Context: an optimization exercise on an open-source flow, tuned for small area and a short achievable clock period. The choices shown serve that exercise and are no tape-out recipe.
In this exercise RTL edits were held to simulation tests only and were not proved equivalent to the original.

## bitcruncher_dp
module bitcruncher_dp(
    input         clk,
    input         rst_n,
    input  [21:0] ctrl,             
    input  [15:0] MBR_in_memory,
    output [7:0]  MAR_out_memory,
    output [15:0] MBR_out_memory,
    output [7:0]  IR_out,
    output [3:0]  ALUflags
    );
    wire [21:0] Control_Signals = ctrl;
    wire [15:0] MBR_out;
    wire [15:0] BR_out;
    wire [15:0] ALU_out;
    wire [7:0]  PC_out;
    MAR u_MAR(
    .clk     ( clk     ),
    .rst_n   ( rst_n   ),
    .C5      ( Control_Signals[5]  ),
    .C10     ( Control_Signals[10] ),
    .MBR_out ( MBR_out ),
    .PC_out  ( PC_out  ),
    .MAR_out_memory ( MAR_out_memory )
    );
    MBR u_MBR(
    .clk           ( clk           ),
    .rst_n         ( rst_n         ),
    .C3            ( Control_Signals[3]  ),
    .C11           ( Control_Signals[11] ),
    .C12           ( Control_Signals[12] ),
    .ALU_out       ( ALU_out       ),
    .MBR_in_memory ( MBR_in_memory ),
    .MBR_out       ( MBR_out       ),
    .MBR_out_memory ( MBR_out_memory )
    );
    ALU_ACC u_ALU_ACC(
    .clk     ( clk     ),
    .rst_n   ( rst_n   ),
    .C8      ( Control_Signals[8]  ),
    .C9      ( Control_Signals[9]  ),
    .C13     ( Control_Signals[13] ),
    .C15     ( Control_Signals[15] ),
    .C16     ( Control_Signals[16] ),
    .C17     ( Control_Signals[17] ),
    .C18     ( Control_Signals[18] ),
    .C19     ( Control_Signals[19] ),
    .C20     ( Control_Signals[20] ),
    .C21     ( Control_Signals[21] ),
    .BR_out  ( BR_out  ),
    .ALU_out ( ALU_out ),
    .ALUflags ( ALUflags )
    );
    PC u_PC(
    .clk     ( clk     ),
    .rst_n   ( rst_n   ),
    .C6      ( Control_Signals[6]  ),
    .C14     ( Control_Signals[14] ),
    .MBR_out ( MBR_out ),
    .PC_out  ( PC_out  )
    );
    IR u_IR(
    .clk     ( clk     ),
    .rst_n   ( rst_n   ),
    .C4      ( Control_Signals[4] ),
    .MBR_out ( MBR_out ),
    .IR_out  ( IR_out  )
    );
    BR u_BR(
    .clk     ( clk     ),
    .rst_n   ( rst_n   ),
    .C7      ( Control_Signals[7] ),
  ...
For scale: roughly 2500 cells after synthesis, roughly 92 flip-flops, about 19000 um2 of cells after synthesis.
clock: 40.0 ns
lec_check: 0
abc_area: 1
cap_margin: 20
core_margin: 2
core_utilization: 40
slew_margin: 20
standard.sh (not shown) runs the stock make flow with config.mk's settings and CLKGATE_MAP_FILE= SYNTH_SCRIPT=/design/flow/synth_recipe.tcl, a recipe that flattens the netlist after the stock synthesis.
==> flow/flow/run.sh <==
#!/bin/bash
# The standard layout with two changes in how it is made (the clock period and
# the constraints are the design's own):
#  - synthesis is the standard one, except that ABC maps for area with
#    "map -a" (a copy of ORFS's scripts folder with only abc_area.script
#    changed; registers are mapped before ABC, so they are the standard ones);
#  - timing repair aims for 26 ns of setup slack instead of 0.
# Each step's output goes to its own log.
set -euo pipefail
cp -r "$FLOW_HOME/scripts" ./scripts_abc
printf 'strash\ndch -f\nmap -a\ntopo\nstime -c\nbuffer -c\nupsize -c\ndnsize -c\n' > ./scripts_abc/abc_area.script
bash standard.sh SCRIPTS_DIR="$PWD/scripts_abc" synth > synth.log 2>&1
bash standard.sh SETUP_SLACK_MARGIN=26 finish > layout.log 2>&1
The starting point went through all stages and came out clean.
==> next run, changes <==
==> flow/flow/run.sh (replaced) <==
#!/bin/bash
# The standard layout, with the standard synthesis, but with timing repair
# aiming for 25 ns of setup slack instead of 0 (the clock period and the
# constraints are the design's own). Each step's output goes to its own log.
set -euo pipefail
bash standard.sh synth > synth.log 2>&1
bash standard.sh SETUP_SLACK_MARGIN=25 finish > layout.log 2>&1
Effect: The new run went through all stages and came out clean. Setup slack is worse by 0.015 ns. Non-clock buffer count drops by 163. Final area drops by 6.8%. Clock skew drops by 0.0041 ns.
==> next run, changes <==
--- a/flow/flow/run.sh
+++ b/flow/flow/run.sh
@@ -3 +3 @@
-# aiming for 25 ns of setup slack instead of 0 (the clock period and the
+# aiming for 24 ns of setup slack instead of 0 (the clock period and the
@@ -7 +7 @@
-bash standard.sh SETUP_SLACK_MARGIN=25 finish > layout.log 2>&1
+bash standard.sh SETUP_SLACK_MARGIN=24 finish > layout.log 2>&1
- ABC_AREA: 1 -> not set
- The changed run passed the timing, DRC and antenna checks
- synthesized cell count fell by about 12%
- cell area rose by about 16%
- non-clock buffer count rose by 184
- flip-flop and latch count is unchanged
- worst setup slack is worse by 1.8 ns
- register-to-register slack is worse by 1.8 ns
- global-route usage rose by 2.2 points
==> next run, changes <==
--- a/flow/flow/run.sh
+++ b/flow/flow/run.sh
@@ -3 +3 @@
-# aiming for 24 ns of setup slack instead of 0 (the clock period and the
+# aiming for 22 ns of setup slack instead of 0 (the clock period and the
@@ -7 +7 @@
-bash standard.sh SETUP_SLACK_MARGIN=24 finish > layout.log 2>&1
+bash standard.sh SETUP_SLACK_MARGIN=22 finish > layout.log 2>&1
=> The changed run ran to the end with no violations; worst hold slack got worse by 0.0094 ns; setup slack got worse by 1.7 ns; maximum frequency falls by roughly a tenth; synthesized area stays the same; utilization falls by 5.3 points; clock-buffer cell count rises by 1.

========
Starting RTL as in the previous note.
Settings: LEC_CHECK=0, ABC_AREA=1, CAP_MARGIN=20, CORE_MARGIN=2, CORE_UTILIZATION=40, SLEW_MARGIN=20; clock period 40.0 ns.
==> flow/flow/run.sh <==
#!/bin/bash
# The standard layout, with the standard synthesis, changed in two ways (the
# clock period and the constraints are the design's own):
#  - timing repair aims for 27 ns of setup slack instead of 0 (31 ns in the
#    repair before placement, which sees no wires yet);
#  - after synthesis the delay cells (clkdlybuf4s*, dlygate*, dlymetal*) are
#    added to the platform's don't-use list, so the port buffers that
#    placement inserts are plain buffers instead of delay buffers.
# Each step's output goes to its own log.
set -euo pipefail
bash standard.sh synth > synth.log 2>&1
DONT_USE="sky130_fd_sc_hd__lpflow_bleeder_1 sky130_fd_sc_hd__lpflow_clkbufkapwr_1 sky130_fd_sc_hd__lpflow_clkbufkapwr_16 sky130_fd_sc_hd__lpflow_clkbufkapwr_2 sky130_fd_sc_hd__lpflow_clkbufkapwr_4 sky130_fd_sc_hd__lpflow_clkbufkapwr_8 sky130_fd_sc_hd__lpflow_clkinvkapwr_1 sky130_fd_sc_hd__lpflow_clkinvkapwr_16 sky130_fd_sc_hd__lpflow_clkinvkapwr_2 sky130_fd_sc_hd__lpflow_clkinvkapwr_4 sky130_fd_sc_hd__lpflow_clkinvkapwr_8 sky130_fd_sc_hd__lpflow_decapkapwr_12 sky130_fd_sc_hd__lpflow_decapkapwr_3 sky130_fd_sc_hd__lpflow_decapkapwr_4 sky130_fd_sc_hd__lpflow_decapkapwr_6 sky130_fd_sc_hd__lpflow_decapkapwr_8 sky130_fd_sc_hd__lpflow_inputiso0n_1 sky130_fd_sc_hd__lpflow_inputiso0p_1 sky130_fd_sc_hd__lpflow_inputiso1n_1 sky130_fd_sc_hd__lpflow_inputiso1p_1 sky130_fd_sc_hd__lpflow_inputisolatch_1 sky130_fd_sc_hd__lpflow_isobufsrc_1 sky130_fd_sc_hd__lpflow_isobufsrc_16 sky130_fd_sc_hd__lpflow_isobufsrc_2 sky130_fd_sc_hd__lpflow_isobufsrc_4 sky130_fd_sc_hd__lpflow_isobufsrc_8 sky130_fd_sc_hd__lpflow_isobufsrckapwr_16 sky130_fd_sc_hd__lpflow_lsbuf_lh_hl_isowell_tap_1 sky130_fd_sc_hd__lpflow_lsbuf_lh_hl_isowell_tap_2 sky130_fd_sc_hd__lpflow_lsbuf_lh_hl_isowell_tap_4 sky130_fd_sc_hd__lpflow_lsbuf_lh_isowell_4 sky130_fd_sc_hd__lpflow_lsbuf_lh_isowell_tap_1 sky130_fd_sc_hd__lpflow_lsbuf_lh_isowell_tap_2 sky130_fd_sc_hd__lpflow_lsbuf_lh_isowell_tap_4 sky130_fd_sc_hd__probe_p_8 sky130_fd_sc_hd__probec_p_8 sky130_fd_sc_hd__clkdlybuf4s15_1 sky130_fd_sc_hd__clkdlybuf4s15_2 sky130_fd_sc_hd__clkdlybuf4s18_1 sky130_fd_sc_hd__clkdlybuf4s18_2 sky130_fd_sc_hd__clkdlybuf4s25_1 sky130_fd_sc_hd__clkdlybuf4s25_2 sky130_fd_sc_hd__clkdlybuf4s50_1 sky130_fd_sc_hd__clkdlybuf4s50_2 sky130_fd_sc_hd__dlygate4sd1_1 sky130_fd_sc_hd__dlygate4sd2_1 sky130_fd_sc_hd__dlygate4sd3_1 sky130_fd_sc_hd__dlymetal6s2s_1 sky130_fd_sc_hd__dlymetal6s4s_1 sky130_fd_sc_hd__dlymetal6s6s_1 "
bash standard.sh SETUP_SLACK_MARGIN=31 "DONT_USE_CELLS=$DONT_USE" floorplan > floorplan.log 2>&1
bash standard.sh SETUP_SLACK_MARGIN=27 "DONT_USE_CELLS=$DONT_USE" finish > layout.log 2>&1
Next try:
==> flow/flow/run.sh (replaced) <==
#!/bin/bash
# The standard layout, with the standard synthesis, changed in two ways (the
# clock period and the constraints are the design's own):
#  - timing repair aims for 26 ns of setup slack instead of 0;
#  - after synthesis the delay cells (clkdlybuf4s*, dlygate*, dlymetal*) are
#    added to the platform's don't-use list, so the port buffers that
#    placement inserts are plain buffers instead of delay buffers.
# Each step's output goes to its own log.
set -euo pipefail
bash standard.sh synth > synth.log 2>&1
DONT_USE="sky130_fd_sc_hd__lpflow_bleeder_1 sky130_fd_sc_hd__lpflow_clkbufkapwr_1 sky130_fd_sc_hd__lpflow_clkbufkapwr_16 sky130_fd_sc_hd__lpflow_clkbufkapwr_2 sky130_fd_sc_hd__lpflow_clkbufkapwr_4 sky130_fd_sc_hd__lpflow_clkbufkapwr_8 sky130_fd_sc_hd__lpflow_clkinvkapwr_1 sky130_fd_sc_hd__lpflow_clkinvkapwr_16 sky130_fd_sc_hd__lpflow_clkinvkapwr_2 sky130_fd_sc_hd__lpflow_clkinvkapwr_4 sky130_fd_sc_hd__lpflow_clkinvkapwr_8 sky130_fd_sc_hd__lpflow_decapkapwr_12 sky130_fd_sc_hd__lpflow_decapkapwr_3 sky130_fd_sc_hd__lpflow_decapkapwr_4 sky130_fd_sc_hd__lpflow_decapkapwr_6 sky130_fd_sc_hd__lpflow_decapkapwr_8 sky130_fd_sc_hd__lpflow_inputiso0n_1 sky130_fd_sc_hd__lpflow_inputiso0p_1 sky130_fd_sc_hd__lpflow_inputiso1n_1 sky130_fd_sc_hd__lpflow_inputiso1p_1 sky130_fd_sc_hd__lpflow_inputisolatch_1 sky130_fd_sc_hd__lpflow_isobufsrc_1 sky130_fd_sc_hd__lpflow_isobufsrc_16 sky130_fd_sc_hd__lpflow_isobufsrc_2 sky130_fd_sc_hd__lpflow_isobufsrc_4 sky130_fd_sc_hd__lpflow_isobufsrc_8 sky130_fd_sc_hd__lpflow_isobufsrckapwr_16 sky130_fd_sc_hd__lpflow_lsbuf_lh_hl_isowell_tap_1 sky130_fd_sc_hd__lpflow_lsbuf_lh_hl_isowell_tap_2 sky130_fd_sc_hd__lpflow_lsbuf_lh_hl_isowell_tap_4 sky130_fd_sc_hd__lpflow_lsbuf_lh_isowell_4 sky130_fd_sc_hd__lpflow_lsbuf_lh_isowell_tap_1 sky130_fd_sc_hd__lpflow_lsbuf_lh_isowell_tap_2 sky130_fd_sc_hd__lpflow_lsbuf_lh_isowell_tap_4 sky130_fd_sc_hd__probe_p_8 sky130_fd_sc_hd__probec_p_8 sky130_fd_sc_hd__clkdlybuf4s15_1 sky130_fd_sc_hd__clkdlybuf4s15_2 sky130_fd_sc_hd__clkdlybuf4s18_1 sky130_fd_sc_hd__clkdlybuf4s18_2 sky130_fd_sc_hd__clkdlybuf4s25_1 sky130_fd_sc_hd__clkdlybuf4s25_2 sky130_fd_sc_hd__clkdlybuf4s50_1 sky130_fd_sc_hd__clkdlybuf4s50_2 sky130_fd_sc_hd__dlygate4sd1_1 sky130_fd_sc_hd__dlygate4sd2_1 sky130_fd_sc_hd__dlygate4sd3_1 sky130_fd_sc_hd__dlymetal6s2s_1 sky130_fd_sc_hd__dlymetal6s4s_1 sky130_fd_sc_hd__dlymetal6s6s_1 "
bash standard.sh SETUP_SLACK_MARGIN=26 "DONT_USE_CELLS=$DONT_USE" finish > layout.log 2>&1
=>
- non-clock buffer count fell by 67
- wire length drops by 4.2%
- setup slack loses 0.64 ns
Next try:
==> flow/flow/run.sh (replaced) <==
#!/bin/bash
# The standard layout, with the standard synthesis, changed in two ways (the
# clock period and the constraints are the design's own):
#  - timing repair aims for 27 ns of setup slack instead of 0;
#  - after synthesis the delay cells (clkdlybuf4s*, dlygate*, dlymetal*) are
#    added to the platform's don't-use list, so the port buffers that
#    placement inserts are plain buffers instead of delay buffers.
# Each step's output goes to its own log.
set -euo pipefail
bash standard.sh synth > synth.log 2>&1
DONT_USE="sky130_fd_sc_hd__lpflow_bleeder_1 sky130_fd_sc_hd__lpflow_clkbufkapwr_1 sky130_fd_sc_hd__lpflow_clkbufkapwr_16 sky130_fd_sc_hd__lpflow_clkbufkapwr_2 sky130_fd_sc_hd__lpflow_clkbufkapwr_4 sky130_fd_sc_hd__lpflow_clkbufkapwr_8 sky130_fd_sc_hd__lpflow_clkinvkapwr_1 sky130_fd_sc_hd__lpflow_clkinvkapwr_16 sky130_fd_sc_hd__lpflow_clkinvkapwr_2 sky130_fd_sc_hd__lpflow_clkinvkapwr_4 sky130_fd_sc_hd__lpflow_clkinvkapwr_8 sky130_fd_sc_hd__lpflow_decapkapwr_12 sky130_fd_sc_hd__lpflow_decapkapwr_3 sky130_fd_sc_hd__lpflow_decapkapwr_4 sky130_fd_sc_hd__lpflow_decapkapwr_6 sky130_fd_sc_hd__lpflow_decapkapwr_8 sky130_fd_sc_hd__lpflow_inputiso0n_1 sky130_fd_sc_hd__lpflow_inputiso0p_1 sky130_fd_sc_hd__lpflow_inputiso1n_1 sky130_fd_sc_hd__lpflow_inputiso1p_1 sky130_fd_sc_hd__lpflow_inputisolatch_1 sky130_fd_sc_hd__lpflow_isobufsrc_1 sky130_fd_sc_hd__lpflow_isobufsrc_16 sky130_fd_sc_hd__lpflow_isobufsrc_2 sky130_fd_sc_hd__lpflow_isobufsrc_4 sky130_fd_sc_hd__lpflow_isobufsrc_8 sky130_fd_sc_hd__lpflow_isobufsrckapwr_16 sky130_fd_sc_hd__lpflow_lsbuf_lh_hl_isowell_tap_1 sky130_fd_sc_hd__lpflow_lsbuf_lh_hl_isowell_tap_2 sky130_fd_sc_hd__lpflow_lsbuf_lh_hl_isowell_tap_4 sky130_fd_sc_hd__lpflow_lsbuf_lh_isowell_4 sky130_fd_sc_hd__lpflow_lsbuf_lh_isowell_tap_1 sky130_fd_sc_hd__lpflow_lsbuf_lh_isowell_tap_2 sky130_fd_sc_hd__lpflow_lsbuf_lh_isowell_tap_4 sky130_fd_sc_hd__probe_p_8 sky130_fd_sc_hd__probec_p_8 sky130_fd_sc_hd__clkdlybuf4s15_1 sky130_fd_sc_hd__clkdlybuf4s15_2 sky130_fd_sc_hd__clkdlybuf4s18_1 sky130_fd_sc_hd__clkdlybuf4s18_2 sky130_fd_sc_hd__clkdlybuf4s25_1 sky130_fd_sc_hd__clkdlybuf4s25_2 sky130_fd_sc_hd__clkdlybuf4s50_1 sky130_fd_sc_hd__clkdlybuf4s50_2 sky130_fd_sc_hd__dlygate4sd1_1 sky130_fd_sc_hd__dlygate4sd2_1 sky130_fd_sc_hd__dlygate4sd3_1 sky130_fd_sc_hd__dlymetal6s2s_1 sky130_fd_sc_hd__dlymetal6s4s_1 sky130_fd_sc_hd__dlymetal6s6s_1 "
bash standard.sh SETUP_SLACK_MARGIN=27 "DONT_USE_CELLS=$DONT_USE" finish > layout.log 2>&1
Settings changed: CTS_BUF_LIST set to sky130_fd_sc_hd__clkbuf_4 sky130_fd_sc_hd__clkbuf_8.
Effect:
- design area goes up by 3.2%
- area after synthesis does not change
- register-to-register slack improved by 0.63 ns
- setup slack improved by 0.63 ns
- clock skew hardly moves
- wire length goes up by 1.4%
- via count goes up by 2.6%

==> what the ideal ports hide <==
In the flow no input, the clock included, has a driving cell. The finished layouts below were timed again as built, in two steps. Step 1 (the two cells are an assumption about what drives the block):
set clk [get_ports {clk}]
set_driving_cell -lib_cell sky130_fd_sc_hd__clkbuf_16 $clk
set_driving_cell -lib_cell sky130_fd_sc_hd__buf_2 [delete_from_list [all_inputs] $clk]
Step 2 also shifts input and output timing later by t, the mid clock arrival at the registers, as if the neighbouring blocks saw the same clock. Slacks: no drivers / after step 1 / after step 2; pairs: no drivers / after step 1.
run	t (ns)	slack for setup (ns)	worst slew at a driven data input, ns	cell pins on the clock port's net
the first run of note 1	0.410	26.191 / 26.191 / 26.191	0.05	1
the second run of note 1	0.402	26.177 / 26.177 / 26.177	0.08	1
the third run of note 1	0.414	24.344 / 24.344 / 24.344	0.07	1
the fourth run of note 1	0.404	22.673 / 22.673 / 22.673	0.07	1
the first run of note 2	0.428	27.615 / 27.615 / 27.283	0.06	1
the second run of note 2	0.406	26.977 / 26.977 / 26.977	0.04	1
the third run of note 2	0.444	27.605 / 27.605 / 27.282	0.05	1
After both steps setup and hold are still met in every run listed. The setup slack of the first run of note 2, which loses most, moves by 0.000 ns with the drivers and by -0.332 ns with both steps.
